Context: an optimization exercise on an open-source flow, tuned for small area, a short achievable clock period and few clock cycles. The choices shown serve that exercise and are no tape-out recipe. Where RTL was checked, it was by simulation tests only, not by an equivalence proof against the original. Only the layout flow was run in runs 2 to 5; the RTL was not checked for function there.

**design/flow/flow/run.sh**
```bash
#!/bin/bash
# Standard layout, with the port buffers made of buf_1 cells instead of the
# automatically chosen delay buffers. The whole make output goes to
# standard_make.log; ORFS's own per-step logs are under orfs/logs/.
set -euo pipefail
bash standard.sh "BUFFER_PORTS_ARGS=-buffer_cell sky130_fd_sc_hd__buf_1" finish > standard_make.log 2>&1
```
**design/flow/standard.sh**
```bash
#!/bin/bash
# synth_recipe.tcl (not shown) runs the flow's synth.tcl, then flattens the netlist and writes it again
# the make line also repeats each setting of config.mk as NAME=value (left out here)
make -C /OpenROAD-flow-scripts/flow DESIGN_CONFIG=/design/flow/config.mk WORK_HOME=/design/flow/orfs CLKGATE_MAP_FILE= SYNTH_SCRIPT=/design/flow/synth_recipe.tcl "${@:-finish}"
```
**design/flow/config.mk**
```make
export PLATFORM = sky130hd
export DESIGN_NAME = rsa_encrypt
export DESIGN_NICKNAME = rsa_encrypt
export VERILOG_FILES = /design/flow/design.v
export SDC_FILE = /design/flow/constraint.sdc
export NUM_CORES = 4
export LEC_CHECK = 0
export CAP_MARGIN = 20
export CORE_MARGIN = 2
export CORE_UTILIZATION = 40
export CTS_BUF_LIST = sky130_fd_sc_hd__clkbuf_4 sky130_fd_sc_hd__clkbuf_8
export SETUP_SLACK_MARGIN = 3.6
export SLEW_MARGIN = 20
export TNS_END_PERCENT = 5
```
**design/flow/constraint.sdc**
```tcl
create_clock -name core_clock -period 7.0 [get_ports {clk}]
set_input_delay 1.4000 -clock core_clock [delete_from_list [all_inputs] [get_ports {clk}]]
set_output_delay 1.4000 -clock core_clock [all_outputs]
set_load 0.01 [all_outputs]
```
**design/flow/design.v**
```verilog
module rsa_encrypt
(
  input wire clk,
  input wire rst,
  input wire [12:0] data,
  input wire [2:0] input_data_type,
  output wire [15:0] output_data,
  output wire ready
);
    reg [12:0] n;
    reg [12:0] e;
    reg [7:0]  m;
    reg [12:0] acc;
    reg [12:0] p;
    reg [3:0]  idx;
    reg [3:0]  eidx;
    reg        wbit;
    reg        op_mul;
    reg        busy;
    reg        start;    
    reg        prep;     
    assign ready = ~busy;
    assign output_data = {3'b000, acc};
    function [3:0] msb13(input [12:0] w);
        integer i;
        begin
            msb13 = 4'd0;
            for (i = 1; i < 13; i = i + 1)
                if (w[i]) msb13 = i[3:0];
        end
    endfunction
    function below13(input [12:0] w);
        integer i;
        begin
            below13 = w[0];
            for (i = 1; i < 13; i = i + 1)
                if (w[i]) below13 = w[i-1];
        end
    endfunction
    wire [3:0] msbe  = msb13(e);
    wire [3:0] msbm  = msb13({5'b00000, m});
    wire [3:0] msba  = msb13(acc);
    wire [3:0] msbd  = msb13({5'b00000, data[7:0]});
    wire       m_gt1 = (msbm != 4'd0);
    wire       a_gt1 = (msba != 4'd0);
    wire       d_gt1 = (msbd != 4'd0);
    wire [15:0] a2  = {2'b00, p, 1'b0};
    wire [15:0] ba  = wbit ? {3'b000, acc} : 16'd0;
    wire [15:0] nn1 = ~{3'b000, n};
    wire [15:0] nn2 = ~{2'b00, n, 1'b0};
    wire [15:0] x1  = a2 ^ ba ^ nn1;
    wire [15:0] c1  = (a2 & ba) | (a2 & nn1) | (ba & nn1);
    wire [15:0] x2  = a2 ^ ba ^ nn2;
    wire [15:0] c2  = (a2 & ba) | (a2 & nn2) | (ba & nn2);
    wire [15:0] s   = a2 + ba;
    wire [15:0] d1  = x1 + {c1[14:0], 1'b1};
    wire [15:0] d2  = x2 + {c2[14:0], 1'b1};
    wire        ge2 = ~d2[15];
    wire        ge1 = ~d1[15];
    wire [12:0] pn  = ge2 ? d2[12:0] : (ge1 ? d1[12:0] : s[12:0]);
    wire accept   = ready & (input_data_type == 3'd1);
    wire e_one    = (msbe == 4'd0);
    wire last     = (idx == 4'd0);
    wire next_mul = ~op_mul & e[eidx] & m_gt1;
    wire [3:0]  idx1 = idx - 4'd1;
    wire [12:0] w    = op_mul ? {5'b00000, m} : acc;
    wire reduce   = start & ({5'b00000, m} >= n);
    wire finish   = ~reduce & ~prep & last & ~next_mul & (eidx == 4'd0);
    always @(posedge clk) begin
        if (rst) begin
            n     <= 13'd3233;
            e     <= 13'd17;
            busy  <= 1'b0;
            start <= 1'b0;
            prep  <= 1'b0;
        end else if (~busy) begin
            if (input_data_type == 3'd2) n <= data;
            if (input_data_type == 3'd3) e <= data;
            if (accept & ~e_one) begin
                busy  <= 1'b1;
                start <= 1'b1;
            end
        end else begin
            start <= 1'b0;
            prep  <= ~reduce & ~prep & last & ~next_mul & (eidx != 4'd0);
            if (finish)
                busy <= 1'b0;
        end
    end
    always @(posedge clk) begin
        if (~busy) begin
            if (accept) begin
                m   <= data[7:0];
                acc <= {5'b00000, data[7:0]};
            end
        end else if (reduce) begin
            acc <= 13'd1;
        end else if (~prep & last) begin
            acc <= pn;
        end
    end
    always @(posedge clk) begin
        if (~busy) begin
            op_mul <= 1'b0;
            eidx   <= msbe - 4'd1;
        end else if (reduce) begin
            op_mul <= 1'b1;
            eidx   <= msbe;
        end else if (~prep & last) begin
            op_mul <= next_mul;
            if (~next_mul)
                eidx <= eidx - 4'd1;
        end
    end
    always @(posedge clk) begin
        p    <= pn;
        idx  <= idx1;
        wbit <= w[idx1];
        if (~busy) begin
            p    <= d_gt1 ? {5'b00000, data[7:0]} : 13'd0;
            idx  <= d_gt1 ? msbd - 4'd1 : 4'd0;
            wbit <= below13({5'b00000, data[7:0]});
        end else if (reduce) begin
            p    <= 13'd0;
            idx  <= msbm;
            wbit <= 1'b1;
        end else if (prep) begin
            p    <= a_gt1 ? acc : 13'd0;
            idx  <= a_gt1 ? msba - 4'd1 : 4'd0;
            wbit <= below13(acc);
        end else if (last & next_mul) begin
            p    <= pn;
            idx  <= msbm - 4'd1;
            wbit <= below13({5'b00000, m});
        end
    end
endmodule
```
==> impl_metrics.yaml, run 1 <==
outcome:
  status: "finished clean"
critical_path:
  startpoint_type: "flop"
  cp.required_ns: 7.12
  endpoint_kind: "flop"
  worstPathMaxFanout: 4
  path_class: "reg2reg"
  arrival_ns: 3.50
timing:
  hold_viol_final: 0
  fin_crit_ns: 3.37
  max_slew.worst_pin.slew_ns: 0.791
  relSlewSlack_pct: 46.7
  min_period_over_period_pct: 48.2
  whs_ns: 0.468
  setup_viol: 0
  setup-tns-final_ns: 0
  slew_violations: 0
  finClkSkew_ns: 0.0144
  final.setup.worst_slack_ns: 3.63
  fmax_mhz: 296
  rsz0062_at_grt: "true"
run:
  cap_violations: 0
route:
  drc_errors: 0
  routed_wirelength_um: 20100
  vias_per_cell: 5.77
  first_pass_iters: 5
  wl_per_cell_um: 19.3
  drtIter0Drc: 520
  ant_nets: 0
  num_vias: 6007
global_route:
  grt_max_degree: 30
  grt_pass1_vias: 5605
  grt_overflow: 0
  grt_usage_pct: 22.6
  grt_pass1_wl_um: 31000
  grt_antenna_before_repair: 0
place:
  portBuffers: 31
  place_hpwl_um: 15000
  placed_cell_area_mm2: 0.00688
  place_ws_ns: 3.15
  gp_congestion: 0.920
  placedCellCount: 1007
cells_and_area:
  design_area_mm2: 0.00732
  layout-drive-gt1-share_pct: 10.2
  seqCellArea_mm2: 0.00172
  area_growth_pct: 11.0
  multiInputGateArea_mm2: 0.00460
  final_cells: 1041
  layout_commonest_cell: "nand2_1"
  fillers: 1642
  layout.nets: 920
  layout_common_cells: "86 x nand2_1, 74 x inv_1, 64 x a21oi_1, 60 x nor2_1, 55 x ha_1"
  fin_util_pct: 45.8
  num_antenna_cells: 0
clock_tree:
  clock_latency_ns: 0.37
  cts.clk_slew.worst_paths_ns: 0.09
  clock-sinks: 73
  root_buffer: "clkbuf_8"
  h-tree-depth: 3
  cts_buffers: 9
  clockBufferDepth: 2
  cts_tree: "yes"
synth:
  synth.area.top_cells: "dfxtp_1 15%, edfxtp_1 11%, ha_1 10%, fa_1 8.2%, a21oi_1 5.0%"
  yosys_warnings: 1
  yosysTopAreaCell: "dfxtp_1"
  synthArstFlopShare_pct: 0
  synth_cell_types: 76
  synth-seq-cells: 73
  avgSynthCellArea_um2: 8.40
  syn_inst: 786
  synth_top_area_share_pct: 14.6
  synth_enable_flop_cells: 25
  synth-main-ff-cell: "dfxtp_1"
  synth_area_mm2: 0.00660
  seq_area_frac_synth_pct: 25.9
floorplan:
  die_y_um: 132
  initial_core_util_pct: 41.3
  die-area_mm2: 0.0175
  core_mm2: 0.0160
  pin_count: 35
  die-width_um: 132
  core.rowCount: 46
worst_hold_path:
  hp-class: "reg2reg"
[synth_stat cells, types with 4 or more instances]
library cell,count
nor3_1,23
nor2b_1,11
o32ai_1,4
nand2b_1,4
buf_2,6
xnor2_1,18
and2_1,14
o21bai_1,8
edfxtp_1,25
clkbuf_1,22
dfxtp_1,48
nand3_1,10
or3_1,5
o21ai_1,16
o211ai_1,9
a211oi_1,10
xor2_1,12
a21o_1,11
a311oi_1,4
nor4_1,4
a21oi_1,66
nand3b_1,4
o31ai_1,8
a32oi_1,5
mux4_2,5
o21a_1,5
nor2_1,62
o22ai_1,8
inv_1,74
mux2i_1,6
ha_1,55
and3_1,8
fa_1,27
nand2_1,87
o21ai_0,29
a211o_1,8
a31oi_1,6
[area by class of cell]
cell class,instances,area share [%]
clock inverter,7,0.717
sequential,73,23.5
inverter,74,3.79
multi-input combinational,609,62.8
clock buffer,9,1.69
timing repair buffer,53,3.86
tap,216,3.69
[registers in the layout (all words and copies together) (netlist names)]
signal	flops
prep	1
idx	4
n	13
start	1
eidx	4
op_mul	1
wbit	1
acc	13
busy	1
m	8
e	13
p	13
[timing repair]
item | CTS | global route
gates resized for setup | 9 | 24
hold endpoints to repair | 0 | 0
gates cloned | 0 | 2
endpoints found under the setup margin | 26 | 40
pin swaps | 0 | 6
hold buffers | 0 | 0
setup buffers | 9 | 7
[routing by layer]
layer | GRT usage [%] | part of all wire, % | up-vias
met5 | 0 | 0 | -
met4 | 7.47 | 2.5 | 0
met3 | 4.41 | 6.7 | 40
met2 | 32.9 | 43 | 237
met1 | 33.6 | 48 | 2849
li1 | - | - | 2881
[path summary, 6_finish.rpt]
| path | from | endpoint | slack [ns] | cells after the start |
|---|---|---|---|---|
| max | acc[2] | acc[12] | 3.63 | 10 |
| min | n[2] | n[2] | 0.47 | 2 |
| max reg2reg | acc[2] | acc[12] | 3.63 | 10 |
| min reg2reg | n[2] | n[2] | 0.47 | 2 |
[logic make-up after synthesis]
family / Yosys count / share of synthesized area (%)
AOI/OAI and AO/OA: 232 / 23.2
xor gates and xnor gates: 30 / 3.98
adders and majority gates: 82 / 18.6
buffers and inverters: 107 / 6.48
DFF: 73 / 25.9
muxes: 18 / 4.49
other: 1 / 0.0568
and+or+nand+nor: 243 / 17.2
[worst max-delay path, stage by stage, from the launching register on]
cell and delay [ns]:
edfxtp_1 0.39, and2_2 0.25, fa_1 0.47, ha_1 0.35, nor2b_1 0.16, o31a_1 0.34
o211a_1 0.27, o2111a_1 0.26, a311oi_2 0.22, o211ai_1 0.20, and3_1 0.22
Testbench counts, summed over its fixed seeds: cycles 37,062.
==> inputs of run 2 (changes only) <==
--- a/design/flow/design.v
+++ b/design/flow/design.v
@@ -114,4 +114,11 @@
     end
+    wire        p_step  = busy & ~reduce & ~prep;
+    wire [12:0] p_other = ~busy ? (d_gt1 ? {5'b00000, data[7:0]} : 13'd0)
+                        : (prep & a_gt1) ? acc : 13'd0;
+    wire [12:0] pc0 = p_step ? s[12:0]  : p_other;
+    wire [12:0] pc1 = p_step ? d1[12:0] : p_other;
+    wire [12:0] pc2 = p_step ? d2[12:0] : p_other;
+    wire [12:0] p_next = ge2 ? pc2 : (ge1 ? pc1 : pc0);
+    always @(posedge clk) p <= p_next;
     always @(posedge clk) begin
-        p    <= pn;
         idx  <= idx1;
@@ -119,3 +126,2 @@
         if (~busy) begin
-            p    <= d_gt1 ? {5'b00000, data[7:0]} : 13'd0;
             idx  <= d_gt1 ? msbd - 4'd1 : 4'd0;
@@ -123,3 +129,2 @@
         end else if (reduce) begin
-            p    <= 13'd0;
             idx  <= msbm;
@@ -127,3 +132,2 @@
         end else if (prep) begin
-            p    <= a_gt1 ? acc : 13'd0;
             idx  <= a_gt1 ? msba - 4'd1 : 4'd0;
@@ -131,3 +135,2 @@
         end else if (last & next_mul) begin
-            p    <= pn;
             idx  <= msbm - 4'd1;
==> design/flow/run.sh (new file) <==
#!/bin/bash
# synth_recipe.tcl (not shown) runs the flow's synth.tcl, then flattens the netlist and writes it again
# the make line also repeats each setting of config.mk as NAME=value (left out here)
make -C /OpenROAD-flow-scripts/flow DESIGN_CONFIG=/design/flow/config.mk WORK_HOME=/design/flow/orfs CLKGATE_MAP_FILE= SYNTH_SCRIPT=/design/flow/synth_recipe.tcl finish
--- a/design/flow/config.mk
+++ b/design/flow/config.mk
@@ -13,2 +13 @@
 export SLEW_MARGIN = 20
-export TNS_END_PERCENT = 5
removed: design/flow/flow/run.sh
removed: design/flow/standard.sh
==> run 2 against run 1 <==
- hold slack got worse by 0.0075 ns
- register-to-register slack got worse by 0.098 ns
- core utilization increased by 2.1 points
- synthesized cell count decreased by 3.2%
- critical path depth increased by 1
- cell count decreased by 1.5%
- highest routed layer unchanged
==> impl_metrics.yaml, run 2 <==
outcome:
  status: "finished clean"
clock_tree:
  cts.clk_slew.worst_paths_ns: 0.09
  root_buffer: "clkbuf_8"
  cts_tree: "yes"
  h-tree-depth: 3
  cts_buffers: 9
  clock-sinks: 73
  clockBufferDepth: 2
  clock_latency_ns: 0.36
synth:
  syn_inst: 761
  synth-main-ff-cell: "dfxtp_1"
  synth_area_mm2: 0.00648
  synth-seq-cells: 73
  synth.area.top_cells: "dfxtp_1 15%, edfxtp_1 12%, ha_1 10%, fa_1 8.3%, a21oi_1 5.1%"
  synth_cell_types: 65
  yosysTopAreaCell: "dfxtp_1"
  avgSynthCellArea_um2: 8.51
  seq_area_frac_synth_pct: 26.4
  post-synth-top-count-cell: "nand2_1"
  yosys_warnings: 1
  synth_commonest_cells: "84 x nand2_1, 66 x a21oi_1, 64 x nor2_1, 54 x inv_1, 53 x ha_1"
  synth_enable_flop_cells: 25
  synth_top_area_share_pct: 14.8
  synthArstFlopShare_pct: 0
timing:
  fin_crit_ns: 3.47
  finClkSkew_ns: 0.0103
  setup-tns-final_ns: 0
  whs_ns: 0.460
  final.setup.worst_slack_ns: 3.53
  min_period_over_period_pct: 49.6
  max_slew.worst_pin.slew_ns: 0.892
  slew_violations: 0
  relSlewSlack_pct: 40.3
  rsz0062_at_grt: "true"
  hold_viol_final: 0
  fmax_mhz: 288
  setup_viol: 0
cells_and_area:
  num_antenna_cells: 0
  layout_commonest_cell: "nand2_1"
  layout-drive-gt1-share_pct: 12.5
  layout.nets: 902
  area_growth_pct: 16.9
  fillers: 1502
  layout_common_cells: "83 x nand2_1, 62 x nor2_1, 62 x a21oi_1, 53 x inv_1, 48 x ha_1"
  fin_util_pct: 47.8
critical_path:
  worstPathMaxFanout: 7
  startpoint_type: "flop"
  path_class: "reg2reg"
  r2r_setup_slack_ns: 3.53
  arrival_ns: 3.55
  cp.required_ns: 7.08
  endpoint_kind: "flop"
floorplan:
  core.rowCount: 46
  pin_count: 35
  die-width_um: 131
  die_y_um: 131
  core_mm2: 0.0158
  initial_core_util_pct: 40.9
  die-area_mm2: 0.0172
place:
  place_hpwl_um: 14000
  gp_congestion: 0.908
  place_ws_ns: 3.17
  portBuffers: 31
global_route:
  grt_overflow: 0
  grt_max_degree: 30
  grt_pass1_vias: 5672
  grt_antenna_before_repair: 0
  grt_usage_pct: 21.2
  grt_pass1_wl_um: 29600
route:
  first_pass_iters: 5
  wl_per_cell_um: 18.3
  drtIter0Drc: 381
  ant_nets: 0
  num_vias: 5869
  drc_errors: 0
  vias_per_cell: 5.73
  routed_wirelength_um: 18700
worst_hold_path:
  hp-class: "reg2reg"
run:
  cap_violations: 0
==> run 2: cell types whose count changed in the layout (fill, tap and decap cells not counted), sizes merged, moves of 4 or more <==
cell and change:
o32ai -4, o21bai -4, nor3 +4, mux2i +6, nand3 +4, inv -24, a32oi -4, xor2 +5
o22ai -5, and3 -4, buf -21, clkdlybuf4s50 +30, o31ai -5, o211ai -7
==> run 2: area by class of cell <==
cell class              count  area (um^2)  share of cell area (%)
clock buffers              11          145                    1.92
clock inverters             5          104                    1.37
inverters                  54          203                    2.68
multi-input cells         603         4580                    60.4
flip-flops and latches     73         1720                    22.6
well taps                 216          270                    3.57
repair buffers             63          559                    7.38
==> run 2: layer usage <==
metal / part of all wire [%] / GRT usage (%) / vias up / wire, um
met5: 0 / 0 / - / 0
met4: 3.0 / 8.64 / 0 / 561
met3: 6.0 / 3.32 / 47 / 1120
met2: 46 / 34.2 / 236 / 8620
met1: 45 / 28.5 / 2787 / 8410
li1: - / - / 2799 / -
==> run 2: stage by stage <==
step	instances	area [um^2]
after floorplan	763	6510
after global placement	978	6940
after detailed placement	978	6940
after CTS	1010	7380
after global routing	1025	7570
final	1025	7570
==> run 2: cells by family (layout without fill, tap and decap cells) <==
family	after synthesis	in the layout	share of synthesized area (%)
flip-flops	73	73	26.4
AND/OR/NAND/NOR	254	254	18.3
multiplexers	23	23	5.51
other	1	3	0.0579
XOR/XNOR	36	36	4.87
AO/OA/AOI/OAI	207	207	20.8
buffers and inverters	87	133	5.45
adder cells (fa/ha/maj)	80	80	18.6
==> run 2: timing repair <==
item / CTS / global route
hold buffers: 0 / 0
pin swaps: 9 / 10
setup endpoints to repair: 40 / 24
buffers inserted: 16 / 15
resized for setup: 14 / 21
==> run 2: final timing paths <==
kind | from | endpoint | cells after the start
hold / removal | n[2] | n[2] | 2
hold reg to reg | n[2] | n[2] | 2
setup / recovery | acc[1] | acc[11] | 11
setup reg to reg | acc[1] | acc[11] | 11
==> run 2: critical path: stages, from the launching register on <==
cell	delay (ns)
edfxtp_1	0.44
and2_4	0.19
fa_1	0.48
ha_2	0.20
or3_1	0.36
o22a_2	0.24
a2111oi_4	0.37
a21oi_2	0.16
a31oi_4	0.35
o21ai_0	0.14
o22ai_1	0.20
nor2_1	0.07
==> inputs of run 3 (changes only) <==
--- a/design/flow/design.v
+++ b/design/flow/design.v
@@ -89,13 +89,13 @@
     end
+    wire        a_step  = busy & ~reduce & ~prep & last;
+    wire        a_load  = a_step | (~busy & accept) | (busy & reduce);
+    wire [12:0] a_other = ~busy ? {5'b00000, data[7:0]} : 13'd1;
+    wire [12:0] ac0 = a_step ? s[12:0]  : a_other;
+    wire [12:0] ac1 = a_step ? d1[12:0] : a_other;
+    wire [12:0] ac2 = a_step ? d2[12:0] : a_other;
     always @(posedge clk) begin
-        if (~busy) begin
-            if (accept) begin
-                m   <= data[7:0];
-                acc <= {5'b00000, data[7:0]};
-            end
-        end else if (reduce) begin
-            acc <= 13'd1;
-        end else if (~prep & last) begin
-            acc <= pn;
-        end
+        if (~busy & accept)
+            m <= data[7:0];
+        if (a_load)
+            acc <= ge2 ? ac2 : (ge1 ? ac1 : ac0);
     end
==> design/flow/flow/run.sh (new file) <==
#!/bin/bash
# Standard layout, with the port buffers made of buf_1 cells instead of the
# automatically chosen delay buffers. The whole make output goes to
# standard_make.log; ORFS's own per-step logs are under orfs/logs/.
set -euo pipefail
bash standard.sh "BUFFER_PORTS_ARGS=-buffer_cell sky130_fd_sc_hd__buf_1" finish > standard_make.log 2>&1
==> design/flow/standard.sh (new file) <==
#!/bin/bash
# synth_recipe.tcl (not shown) runs the flow's synth.tcl, then flattens the netlist and writes it again
# the make line also repeats each setting of config.mk as NAME=value (left out here)
make -C /OpenROAD-flow-scripts/flow DESIGN_CONFIG=/design/flow/config.mk WORK_HOME=/design/flow/orfs CLKGATE_MAP_FILE= SYNTH_SCRIPT=/design/flow/synth_recipe.tcl "${@:-finish}"
removed: design/flow/run.sh
==> run 3 against run 2 <==
- critical path depth up 1
- register-to-register slack better by 0.06 ns
- clock-buffer cell count up 3
- hold slack better by 0.0022 ns
- area after synthesis up 2.4%
- global-route usage up 1.6 points
- final area up 3.9%
- die area up 2.3%
- non-clock buffer count up 11
- fmax up 1.7%
- critical endpoint is now p[1]
- highest routed layer unchanged
==> impl_metrics.yaml, run 3 <==
outcome:
  status: "finished clean"
cells_and_area:
  seqCellArea_mm2: 0.00172
  area_growth_pct: 18.6
  layout_commonest_cell: "inv_1"
  layout.nets: 952
  layout-drive-gt1-share_pct: 16.2
  final_cells: 1079
  num_antenna_cells: 0
  fillers: 1578
  multiInputGateArea_mm2: 0.00484
  fin_util_pct: 47.9
  layout_common_cells: "90 x inv_1, 78 x nand2_1, 65 x a21oi_1, 64 x nor2_1, 46 x dfxtp_1"
synth:
  synth_top_area_share_pct: 14.5
  synth_enable_flop_cells: 25
  post-synth-top-count-cell: "inv_1"
  avgSynthCellArea_um2: 8.36
  synth_cell_types: 71
  yosysTopAreaCell: "dfxtp_1"
  syn_inst: 793
  synth_area_mm2: 0.00663
  synth.area.top_cells: "dfxtp_1 14%, edfxtp_1 11%, ha_1 10%, fa_1 8.2%, a21oi_1 5.3%"
  yosys_warnings: 1
  synth-seq-cells: 73
  synth-main-ff-cell: "dfxtp_1"
  synthArstFlopShare_pct: 0
  synth_commonest_cells: "90 x inv_1, 84 x nand2_1, 70 x a21oi_1, 67 x nor2_1, 53 x ha_1"
  seq_area_frac_synth_pct: 25.8
critical_path:
  path_class: "reg2reg"
  cp.required_ns: 7.25
  reg2reg_from: "n[1]"
  r2r_setup_slack_ns: 3.59
  worstPathMaxFanout: 7
  arrival_ns: 3.66
  path_delay_family: "compound AO/OA/AOI/OAI gates"
  reg2regPathDepth: 12
  startpoint_type: "flop"
  cp.depth: 12
  cp_slowest_cell: "fa_2"
  endpoint_kind: "flop"
  worstPathCellList: "inv_1, fa_2, ha_4, a211oi_4, o21ai_2, a2111o_1, a31oi_4, buf_12, nor2_1, a211oi_2, a21oi_1, a221o_1"
  worst-path-buf-inv: 2
  critPathMaxStageDelay_ns: 0.63
  r2r-end: "p[1]"
worst_hold_path:
  hp-class: "reg2reg"
  hp-start: "n[6]"
  hold_depth: 2
  whs_endpoint: "n[6]"
route:
  drc_errors: 0
  drtIter0Drc: 421
  ant_nets: 0
  first_pass_iters: 5
  wl_per_cell_um: 18.8
  num_vias: 6102
  vias_per_cell: 5.66
  routed_wirelength_um: 20300
floorplan:
  core_mm2: 0.0164
  core.rowCount: 47
  die-area_mm2: 0.0176
  die_y_um: 133
  pin_count: 35
  die-width_um: 133
  initial_core_util_pct: 40.4
clock_tree:
  h-tree-depth: 3
  cts.clk_slew.worst_paths_ns: 0.08
  clockBufferDepth: 2
  clock_latency_ns: 0.36
  root_buffer: "clkbuf_8"
  postCtsHoldBufs: 0
  clock-sinks: 73
  cts_buffers: 9
  cts_tree: "yes"
global_route:
  grt_max_degree: 30
  grt_pass1_vias: 5992
  grt_overflow: 0
  grt_pass1_wl_um: 31700
  grt_antenna_before_repair: 0
  grt_usage_pct: 22.9
timing:
  setup-tns-final_ns: 0
  final.setup.worst_slack_ns: 3.59
  rsz0062_at_grt: "true"
  fmax_mhz: 293
  finClkSkew_ns: 0.00999
  fin_crit_ns: 3.41
  max_slew.worst_pin.slew_ns: 0.962
  min_period_over_period_pct: 48.8
  slew_violations: 0
  hold_viol_final: 0
  setup_viol: 0
  relSlewSlack_pct: 35.9
run:
  cap_violations: 0
place:
  gp_congestion: 0.859
  place_ws_ns: 2.85
  placedCellCount: 1020
  portBuffers: 31
  place_hpwl_um: 14500
[run 3: changes by cell type after synthesis, sizes merged, moves of 5 or more]
cell and change:
inv +36, clkbuf -5, o21ai -16, a21o +5
a211oi +5
[run 3: worst min-delay path: cells and delay by family, from the launching register on]
family,cells,cell delay [ns]
DFF,1,0.31
and+or+nand+nor,1,0.05
AOI/OAI and AO/OA,1,0.06
[run 3: worst max path at each step]
stage | from | end | slack, ns
2_1_floorplan | acc[8] | acc[9] | 3.65
3_3_place_gp | wbit | acc[3] | 2.87
3_5_place_dp | wbit | acc[9] | 2.85
4_1_cts | wbit | p[6] | 3.59
5_1_grt | acc[1] | p[5] | 3.47
6_report | n[1] | p[1] | 3.59
[run 3: what timing repair did]
action,in CTS,in global routing
resized for setup,47,37
hold endpoints to repair,0,0
buffers inserted,29,10
pin swaps,14,15
endpoints found under the setup margin,39,39
cloned,3,1
[run 3: area by class of cell]
type,instances,area share (%)
clock inverters,2,0.445
clock buffers,14,2.29
multi-input cells,606,61.5
repair buffers,74,6.17
inverters,90,4.29
flip-flops and latches,73,21.8
well taps,220,3.50
[run 3: cell families (layout without fill, tap and decap cells)]
logic type               after synthesis  after routing  synth area share [%]
multiplexers                          23             23                  5.43
AND/OR/NAND/NOR                      252            252                  17.6
buffers and inverters                120            180                  7.23
flip-flops                            73             73                  25.8
XOR/XNOR                              34             34                  4.49
adder cells (fa/ha/maj)               80             80                  18.2
other                                  1              3                0.0565
AO/OA/AOI/OAI                        210            214                  21.2
[run 3: per-layer routing]
layer | part of all wire (%) | track usage (%)
met3 | 5.3 | 3.03
met1 | 44 | 30.8
met2 | 48 | 37.6
met5 | 0 | 0
met4 | 2.8 | 8.42
[run 3: metrics by stage]
step / hold slack (ns) / instance area, um^2
after floorplan: 0.436 / 6640
after global placement: 0.449 / 6930
after detailed placement: 0.452 / 6930
after CTS: 0.462 / 7600
after global routing: 0.476 / 7870
final: 0.462 / 7870
==> inputs of run 4 (changes only) <==
--- a/design/flow/design.v
+++ b/design/flow/design.v
@@ -42,6 +42,4 @@
     wire [3:0] msba  = msb13(acc);
-    wire [3:0] msbd  = msb13({5'b00000, data[7:0]});
     wire       m_gt1 = (msbm != 4'd0);
     wire       a_gt1 = (msba != 4'd0);
-    wire       d_gt1 = (msbd != 4'd0);
     wire [15:0] a2  = {2'b00, p, 1'b0};
@@ -67,3 +65,3 @@
     wire reduce   = start & ({5'b00000, m} >= n);
-    wire finish   = ~reduce & ~prep & last & ~next_mul & (eidx == 4'd0);
+    wire finish   = ~start & ~prep & last & ~next_mul & (eidx == 4'd0);
     always @(posedge clk) begin
@@ -84,3 +82,3 @@
             start <= 1'b0;
-            prep  <= ~reduce & ~prep & last & ~next_mul & (eidx != 4'd0);
+            prep  <= ~start & ~prep & last & ~next_mul & (eidx != 4'd0);
             if (finish)
@@ -89,13 +87,13 @@
     end
-    wire        a_step  = busy & ~reduce & ~prep & last;
-    wire        a_load  = a_step | (~busy & accept) | (busy & reduce);
-    wire [12:0] a_other = ~busy ? {5'b00000, data[7:0]} : 13'd1;
-    wire [12:0] ac0 = a_step ? s[12:0]  : a_other;
-    wire [12:0] ac1 = a_step ? d1[12:0] : a_other;
-    wire [12:0] ac2 = a_step ? d2[12:0] : a_other;
     always @(posedge clk) begin
-        if (~busy & accept)
-            m <= data[7:0];
-        if (a_load)
-            acc <= ge2 ? ac2 : (ge1 ? ac1 : ac0);
+        if (~busy) begin
+            if (accept) begin
+                m   <= data[7:0];
+                acc <= {5'b00000, data[7:0]};
+            end
+        end else if (reduce) begin
+            acc <= 13'd1;
+        end else if (~start & ~prep & last) begin
+            acc <= pn;
+        end
     end
@@ -108,3 +106,3 @@
             eidx   <= msbe;
-        end else if (~prep & last) begin
+        end else if (~start & ~prep & last) begin
             op_mul <= next_mul;
@@ -114,20 +112,12 @@
     end
-    wire        p_step  = busy & ~reduce & ~prep;
-    wire [12:0] p_other = ~busy ? (d_gt1 ? {5'b00000, data[7:0]} : 13'd0)
-                        : (prep & a_gt1) ? acc : 13'd0;
-    wire [12:0] pc0 = p_step ? s[12:0]  : p_other;
-    wire [12:0] pc1 = p_step ? d1[12:0] : p_other;
-    wire [12:0] pc2 = p_step ? d2[12:0] : p_other;
-    wire [12:0] p_next = ge2 ? pc2 : (ge1 ? pc1 : pc0);
-    always @(posedge clk) p <= p_next;
     always @(posedge clk) begin
+        p    <= pn;
         idx  <= idx1;
         wbit <= w[idx1];
-        if (~busy) begin
-            idx  <= d_gt1 ? msbd - 4'd1 : 4'd0;
-            wbit <= below13({5'b00000, data[7:0]});
-        end else if (reduce) begin
+        if (reduce) begin
+            p    <= 13'd0;
             idx  <= msbm;
             wbit <= 1'b1;
-        end else if (prep) begin
+        end else if (prep | start) begin
+            p    <= a_gt1 ? acc : 13'd0;
             idx  <= a_gt1 ? msba - 4'd1 : 4'd0;
@@ -135,2 +125,3 @@
         end else if (last & next_mul) begin
+            p    <= pn;
             idx  <= msbm - 4'd1;
==> run 4 against run 3 <==
- register-to-register slack got worse by 0.097 ns
- die area decreased by 3.2%
- via count decreased by 5.1%
- highest routed layer unchanged
==> impl_metrics.yaml, run 4 <==
cells_and_area:
  fillers: 1532
  seqCellArea_mm2: 0.00172
  multiInputGateArea_mm2: 0.00469
  layout_commonest_cell: "nand2_1"
  area_growth_pct: 18.3
  num_antenna_cells: 0
  design_area_mm2: 0.00759
  layout.nets: 895
  layout_common_cells: "77 x nand2_1, 69 x inv_1, 62 x nor2_1, 61 x a21oi_1, 46 x dfxtp_1"
  layout-drive-gt1-share_pct: 16.4
synth:
  synth.area.top_cells: "dfxtp_1 15%, edfxtp_1 12%, ha_1 10%, fa_1 7.8%, a21oi_1 5.1%"
  synth-xor-area-share_pct: 5.19
  synth-seq-cells: 73
  synth-main-ff-cell: "dfxtp_1"
  yosysTopAreaCell: "dfxtp_1"
  yosys.area_share.adder_pct: 17.9
  avgSynthCellArea_um2: 8.59
  synth_enable_flop_cells: 25
  syn_inst: 747
  yosys_warnings: 1
  synth.area.mux_share_pct: 5.77
  synth_cell_types: 67
  seq_area_frac_synth_pct: 26.7
  synth_commonest_cells: "79 x nand2_1, 71 x inv_1, 66 x a21oi_1, 62 x nor2_1, 52 x ha_1"
  synth_top_area_share_pct: 15.0
  synth_top_family_by_area: "compound AO/OA/AOI/OAI gates"
  synthArstFlopShare_pct: 0
  synth-simple-area-share_pct: 15.8
  post-synth-top-count-cell: "nand2_1"
  synth_compound_area_share_pct: 22.3
  synth_area_mm2: 0.00641
place:
  place_ws_ns: 2.88
  portBuffers: 31
  gp_congestion: 0.900
  place_hpwl_um: 14500
  placed_cell_area_mm2: 0.00670
critical_path:
  worstPathCellList: "and2_4, fa_1, ha_2, or3_4, o221a_4, a21o_1, a31o_4, a41oi_4, buf_12, buf_16, o211ai_1, o21a_1, o2bb2ai_1"
  cp_slowest_cell: "fa_1"
  path_delay_family: "compound AO/OA/AOI/OAI gates"
  arrival_ns: 3.73
  worstPathMaxFanout: 6
  endpoint_kind: "flop"
  worst-path-buf-inv: 2
  cp.required_ns: 7.22
  path_class: "reg2reg"
  critPathMaxStageDelay_ns: 0.50
  startpoint_type: "flop"
global_route:
  grt_pass1_wl_um: 30600
  grt_antenna_before_repair: 0
  grt_pass1_vias: 5832
  grt_max_degree: 30
  grt_usage_pct: 23.4
  grt_overflow: 0
clock_tree:
  postCtsHoldBufs: 0
  cts.clk_slew.worst_paths_ns: 0.08
  clockBufferDepth: 2
  clock_latency_ns: 0.37
  root_buffer: "clkbuf_8"
  cts_buffers: 9
  h-tree-depth: 3
  clock-sinks: 73
  cts_tree: "yes"
route:
  wl_per_cell_um: 18.8
  vias_per_cell: 5.67
  drc_errors: 0
  drtIter0Drc: 391
  first_pass_iters: 5
  num_vias: 5791
  routed_wirelength_um: 19200
  ant_nets: 0
timing:
  setup_viol: 0
  final.setup.worst_slack_ns: 3.49
  min_period_over_period_pct: 50.1
  max_slew.worst_pin.slew_ns: 0.706
  fin_crit_ns: 3.51
  fmax_mhz: 285
  finClkSkew_ns: 0.00805
  hold_viol_final: 0
  rsz0062_at_grt: "true"
  slew_violations: 0
  relSlewSlack_pct: 52.5
  setup-tns-final_ns: 0
floorplan:
  die-area_mm2: 0.0171
  initial_core_util_pct: 40.7
  pin_count: 35
  core_mm2: 0.0158
  die_y_um: 131
  die-width_um: 131
  core.rowCount: 46
run:
  cap_violations: 0
outcome:
  status: "finished clean"
worst_hold_path:
  hp-class: "reg2reg"
run 4: cell types whose count changed in the layout (fill, tap and decap cells not counted), sizes merged, moves of 6 or more:
cell / delta
a211oi: -7
a21oi: -8
buf: -7
inv: -19
nand2b: +6
nand3: -7
nor3: -15
o21ai: +12
run 4: layout make-up:
cell class                      count  area share [%]
Multi-Input combinational cell    578            61.8
Sequential cell                    73            22.6
Timing Repair Buffer               67            5.86
Tap cell                          216            3.56
Inverter                           71            3.51
Clock buffer                       11            1.91
Clock inverter                      5           0.726
run 4: logic make-up after synthesis:
kind of cell | Yosys count
buffers and inverters | 100
AND/OR/NAND/NOR | 221
multiplexers | 24
XOR/XNOR | 38
AO/OA/AOI/OAI | 213
flip-flops | 73
adder cells (fa/ha/maj) | 77
other | 1
run 4: final timing paths:
check	end	cells after the start	slack, ns	start
setup / recovery	acc[1]	13	3.49	acc[1]
hold / removal	n[9]	2	0.49	n[9]
setup reg to reg	acc[1]	13	3.49	acc[1]
hold reg to reg	n[9]	2	0.49	n[9]
run 4: per-stage QoR:
step / std cells / utilization [%] / hold WS, ns
after global routing: 1021 / 48.1 / 0.514
final: 1021 / 48.1 / 0.488
after global placement: 970 / 42.5 / 0.461
after detailed placement: 970 / 42.5 / 0.477
after floorplan: 749 / - / 0.436
after CTS: 1009 / 46.2 / 0.489
run 4: worst reg2reg max path: cells and delay by family (launching register included):
family / cells / cell delay [ns]
buf+inv: 2 / 0.26
simple gates: 2 / 0.58
fa+ha+maj: 2 / 0.72
flops: 1 / 0.42
compound gates: 7 / 1.36
run 4: routing by layer:
metal	up-vias	routed length, um	track usage [%]	share of wire (%)
li1	2766	-	-	-
met1	2809	8340	29.3	44
met2	163	9410	40.3	49
met3	53	834	3.83	4.4
met4	0	580	9.57	3.0
met5	-	0	0	0
run 4: timing repair:
item | 4_1_cts | 5_1_grt
buffers inserted | 20 | 12
setup endpoints to repair | 26 | 40
gates cloned | 3 | 0
resized for setup | 40 | 42
pin swaps | 8 | 14
==> inputs of run 5 (changes only) <==
--- a/design/flow/design.v
+++ b/design/flow/design.v
@@ -31,2 +31,23 @@
     endfunction
+    function [3:0] msb13m1(input [12:0] w);
+        integer i;
+        begin
+            msb13m1 = 4'd0;
+            for (i = 2; i < 13; i = i + 1)
+                if (w[i]) msb13m1 = i - 1;
+        end
+    endfunction
+    function ge8(input [7:0] a, input [7:0] b);
+        integer i;
+        reg done;
+        begin
+            ge8 = 1'b1;
+            done = 1'b0;
+            for (i = 7; i >= 0; i = i - 1)
+                if (!done && a[i] != b[i]) begin
+                    ge8 = a[i];
+                    done = 1'b1;
+                end
+        end
+    endfunction
     function below13(input [12:0] w);
@@ -42,4 +63,10 @@
     wire [3:0] msba  = msb13(acc);
+    wire [3:0] msbd  = msb13({5'b00000, data[7:0]});
+    wire [3:0] msbe1 = msb13m1(e);
+    wire [3:0] msbm1 = msb13m1({5'b00000, m});
+    wire [3:0] msba1 = msb13m1(acc);
+    wire [3:0] msbd1 = msb13m1({5'b00000, data[7:0]});
     wire       m_gt1 = (msbm != 4'd0);
     wire       a_gt1 = (msba != 4'd0);
+    wire       d_gt1 = (msbd != 4'd0);
     wire [15:0] a2  = {2'b00, p, 1'b0};
@@ -64,4 +91,4 @@
     wire [12:0] w    = op_mul ? {5'b00000, m} : acc;
-    wire reduce   = start & ({5'b00000, m} >= n);
-    wire finish   = ~start & ~prep & last & ~next_mul & (eidx == 4'd0);
+    wire reduce   = start & (n[12:8] == 5'd0) & ge8(m, n[7:0]);
+    wire finish   = ~reduce & ~prep & last & ~next_mul & (eidx == 4'd0);
     always @(posedge clk) begin
@@ -82,3 +109,3 @@
             start <= 1'b0;
-            prep  <= ~start & ~prep & last & ~next_mul & (eidx != 4'd0);
+            prep  <= ~reduce & ~prep & last & ~next_mul & (eidx != 4'd0);
             if (finish)
@@ -95,3 +122,3 @@
             acc <= 13'd1;
-        end else if (~start & ~prep & last) begin
+        end else if (~prep & last) begin
             acc <= pn;
@@ -102,3 +129,3 @@
             op_mul <= 1'b0;
-            eidx   <= msbe - 4'd1;
+            eidx   <= msbe1;
         end else if (reduce) begin
@@ -106,3 +133,3 @@
             eidx   <= msbe;
-        end else if (~start & ~prep & last) begin
+        end else if (~prep & last) begin
             op_mul <= next_mul;
@@ -116,3 +143,7 @@
         wbit <= w[idx1];
-        if (reduce) begin
+        if (~busy) begin
+            p    <= d_gt1 ? {5'b00000, data[7:0]} : 13'd0;
+            idx  <= msbd1;
+            wbit <= below13({5'b00000, data[7:0]});
+        end else if (reduce) begin
             p    <= 13'd0;
@@ -120,5 +151,5 @@
             wbit <= 1'b1;
-        end else if (prep | start) begin
+        end else if (prep) begin
             p    <= a_gt1 ? acc : 13'd0;
-            idx  <= a_gt1 ? msba - 4'd1 : 4'd0;
+            idx  <= msba1;
             wbit <= below13(acc);
@@ -126,3 +157,3 @@
             p    <= pn;
-            idx  <= msbm - 4'd1;
+            idx  <= msbm1;
             wbit <= below13({5'b00000, m});
==> run 5 against run 4 <==
- register-to-register slack improved by 0.20 ns
- critical path depth down 1
- sequential share of layout area rose by 0.28 points
- via count is 6.4% higher
- final area is 1.2% lower
==> impl_metrics.yaml, run 5 <==
critical_path:
  worst-path-buf-inv: 1
  startpoint_type: "flop"
  worstPathCellList: "buf_6, and2_4, fa_1, ha_1, nand2b_1, o21ai_2, a31oi_4, o2111ai_4, nand2_2, a21oi_1, a31oi_1, a311o_1"
  cp_slowest_cell: "fa_1"
  path_class: "reg2reg"
  reg2regPathDepth: 12
  endpoint_kind: "flop"
  cp.required_ns: 7.26
  arrival_ns: 3.57
  crit_end: "p[0]"
  worstPathMaxFanout: 7
  r2r_setup_slack_ns: 3.69
  worstSetupStartpoint: "wbit"
  path_delay_family: "compound AO/OA/AOI/OAI gates"
  reg2reg_from: "wbit"
  critPathMaxStageDelay_ns: 0.45
  cp.depth: 12
  r2r-end: "p[0]"
floorplan:
  initial_core_util_pct: 40.5
  die-area_mm2: 0.0177
  pin_count: 35
  die-width_um: 133
  die_y_um: 133
  core.rowCount: 47
  core_mm2: 0.0165
timing:
  fmax_mhz: 302
  setup-tns-final_ns: 0
  relSlewSlack_pct: 55.9
  hold_viol_final: 0
  finClkSkew_ns: 0.0138
  fin_crit_ns: 3.31
  slew_violations: 0
  rsz0062_at_grt: "true"
  setup_viol: 0
  max_slew.worst_pin.slew_ns: 0.661
  min_period_over_period_pct: 47.3
place:
  gp_congestion: 0.885
  place_hpwl_um: 15100
  portBuffers: 31
  placed_cell_area_mm2: 0.00687
cells_and_area:
  layout.nets: 918
  area_growth_pct: 12.4
  seqCellArea_mm2: 0.00172
  design_area_mm2: 0.00750
  layout-drive-gt1-share_pct: 13.4
  layout_commonest_cell: "nand2_1"
  multiInputGateArea_mm2: 0.00471
  layout_common_cells: "86 x nand2_1, 62 x nor2_1, 61 x a21oi_1, 58 x inv_1, 45 x dfxtp_1"
  fin_util_pct: 45.5
  fillers: 1674
  num_antenna_cells: 0
synth:
  synth_commonest_cells: "88 x nand2_1, 63 x a21oi_1, 63 x nor2_1, 58 x inv_1, 48 x dfxtp_1"
  synth-seq-cells: 73
  synth_cell_types: 80
  yosys_warnings: 1
  synth-main-ff-cell: "dfxtp_1"
  synth_area_mm2: 0.00667
  synth_enable_flop_cells: 25
  syn_inst: 801
  synth.area.top_cells: "dfxtp_1 14%, edfxtp_1 11%, ha_1 7.7%, fa_1 6.9%, nand2_1 5.0%"
  seq_area_frac_synth_pct: 25.7
  synthArstFlopShare_pct: 0
  yosysTopAreaCell: "dfxtp_1"
  avgSynthCellArea_um2: 8.33
  post-synth-top-count-cell: "nand2_1"
  synth_top_area_share_pct: 14.4
global_route:
  grt_overflow: 0
  grt_max_degree: 30
  grt_usage_pct: 22.7
  grt_pass1_vias: 5682
  grt_pass1_wl_um: 31400
  grt_antenna_before_repair: 0
clock_tree:
  cts_buffers: 9
  root_buffer: "clkbuf_8"
  h-tree-depth: 3
  postCtsHoldBufs: 0
  cts_tree: "yes"
  cts.clk_slew.worst_paths_ns: 0.09
  clock-sinks: 73
  clock_latency_ns: 0.36
  clockBufferDepth: 2
route:
  first_pass_iters: 7
  routed_wirelength_um: 20200
  ant_nets: 0
  drtIter0Drc: 566
  vias_per_cell: 5.80
  drc_errors: 0
  wl_per_cell_um: 19.1
  num_vias: 6159
worst_hold_path:
  hp-class: "reg2reg"
  hold_depth: 2
run:
  cap_violations: 0
outcome:
  status: "finished clean"
[run 5: per-layer routing]
layer / vias up / part of all wire, % / track usage, %
met4: 0 / 2.8 / 6.86
met5: - / 0 / 0
met1: 2925 / 47 / 32.9
li1: 2977 / - / -
met3: 40 / 6.6 / 4.34
met2: 217 / 44 / 34.3
[run 5: what timing repair did]
item                                    in CTS  in global routing
endpoints found under the setup margin      26                 24
gates cloned                                 0                  2
pin swaps                                    0                 11
buffers inserted                            12                 12
hold endpoints to repair                     0                  0
gates resized for setup                     18                 39
[run 5: cell families after synthesis]
family	count (synthesis)	share of synthesized area (%)
other	1	0.0562
muxes	14	3.90
xor gates and xnor gates	41	5.38
adders and majority gates	65	14.7
AOI/OAI and AO/OA	217	21.6
and+or+nand+nor	289	21.4
buffers and inverters	101	7.24
DFF	73	25.7
[run 5: layout make-up]
class / instances / area share [%]
clock buffers: 9 / 1.65
clock inverters: 7 / 1.34
inverters: 60 / 3.00
multi-input cells: 631 / 62.8
flip-flops and latches: 73 / 22.9
well taps: 220 / 3.67
repair buffers: 61 / 4.61
[run 5: worst min path at each step]
| stage | end | slack [ns] | start |
|---|---|---|---|
| finish | e[0] | 0.48 | e[0] |
| global route | e[0] | 0.51 | e[0] |
| CTS | e[0] | 0.49 | e[0] |
| detailed placement | e[0] | 0.47 | e[0] |
| global placement | e[0] | 0.45 | e[0] |
| floorplan | start | 0.43 | start |
[run 5: tightest hold or removal path, cell delays in order, from the launching register on]
cell	delay, ns
dfxtp_1	0.32
nand2_1	0.05
nand3b_1	0.06
[run 5: per-stage QoR]
step,instances,worst slack (ns),hold slack [ns]
final,1061,3.69,0.480
after global routing,1061,3.56,0.506
after CTS,1047,3.64,0.486
after detailed placement,1019,2.66,0.468
after global placement,1019,2.68,0.449
after floorplan,803,3.66,0.428

==> separate check: timing with driven ports <==
The flow's constraints put no driver on any port. The routed layouts listed below were extracted and timed again, unchanged, in two steps.
Step 1: set_driving_cell puts a clkbuf_16 on clk and a buf_2 on each other input, an assumption about the parent block.
Step 2 also shifts input and output timing later by t, the mid clock arrival at the registers, as if the neighbouring blocks saw the same clock.
Three values: ideal ports, drivers, drivers and shift; two values: the first two.
| run | t (ns) | setup slack, ns | worst setup path at the end | worst data-port slew with drivers (ns) | cell pins on the clock port's net |
|---|---|---|---|---|---|
| run 1 | 0.402 | 3.627 / 3.627 / 3.457 | input to register | 0.03 | 1 |
| run 2 | 0.385 | 3.529 / 3.529 / 3.529 | register to register | 0.03 | 1 |
| run 3 | 0.393 | 3.587 / 3.587 / 3.587 | register to register | 0.04 | 1 |
| run 4 | 0.396 | 3.490 / 3.490 / 3.490 | register to register | 0.04 | 1 |
| run 5 | 0.388 | 3.687 / 3.687 / 3.687 | register to register | 0.03 | 1 |
After both steps every run listed still meets setup and hold. The setup slack of run 1, which loses most, moves by 0.000 ns with the drivers and by -0.170 ns with both steps.
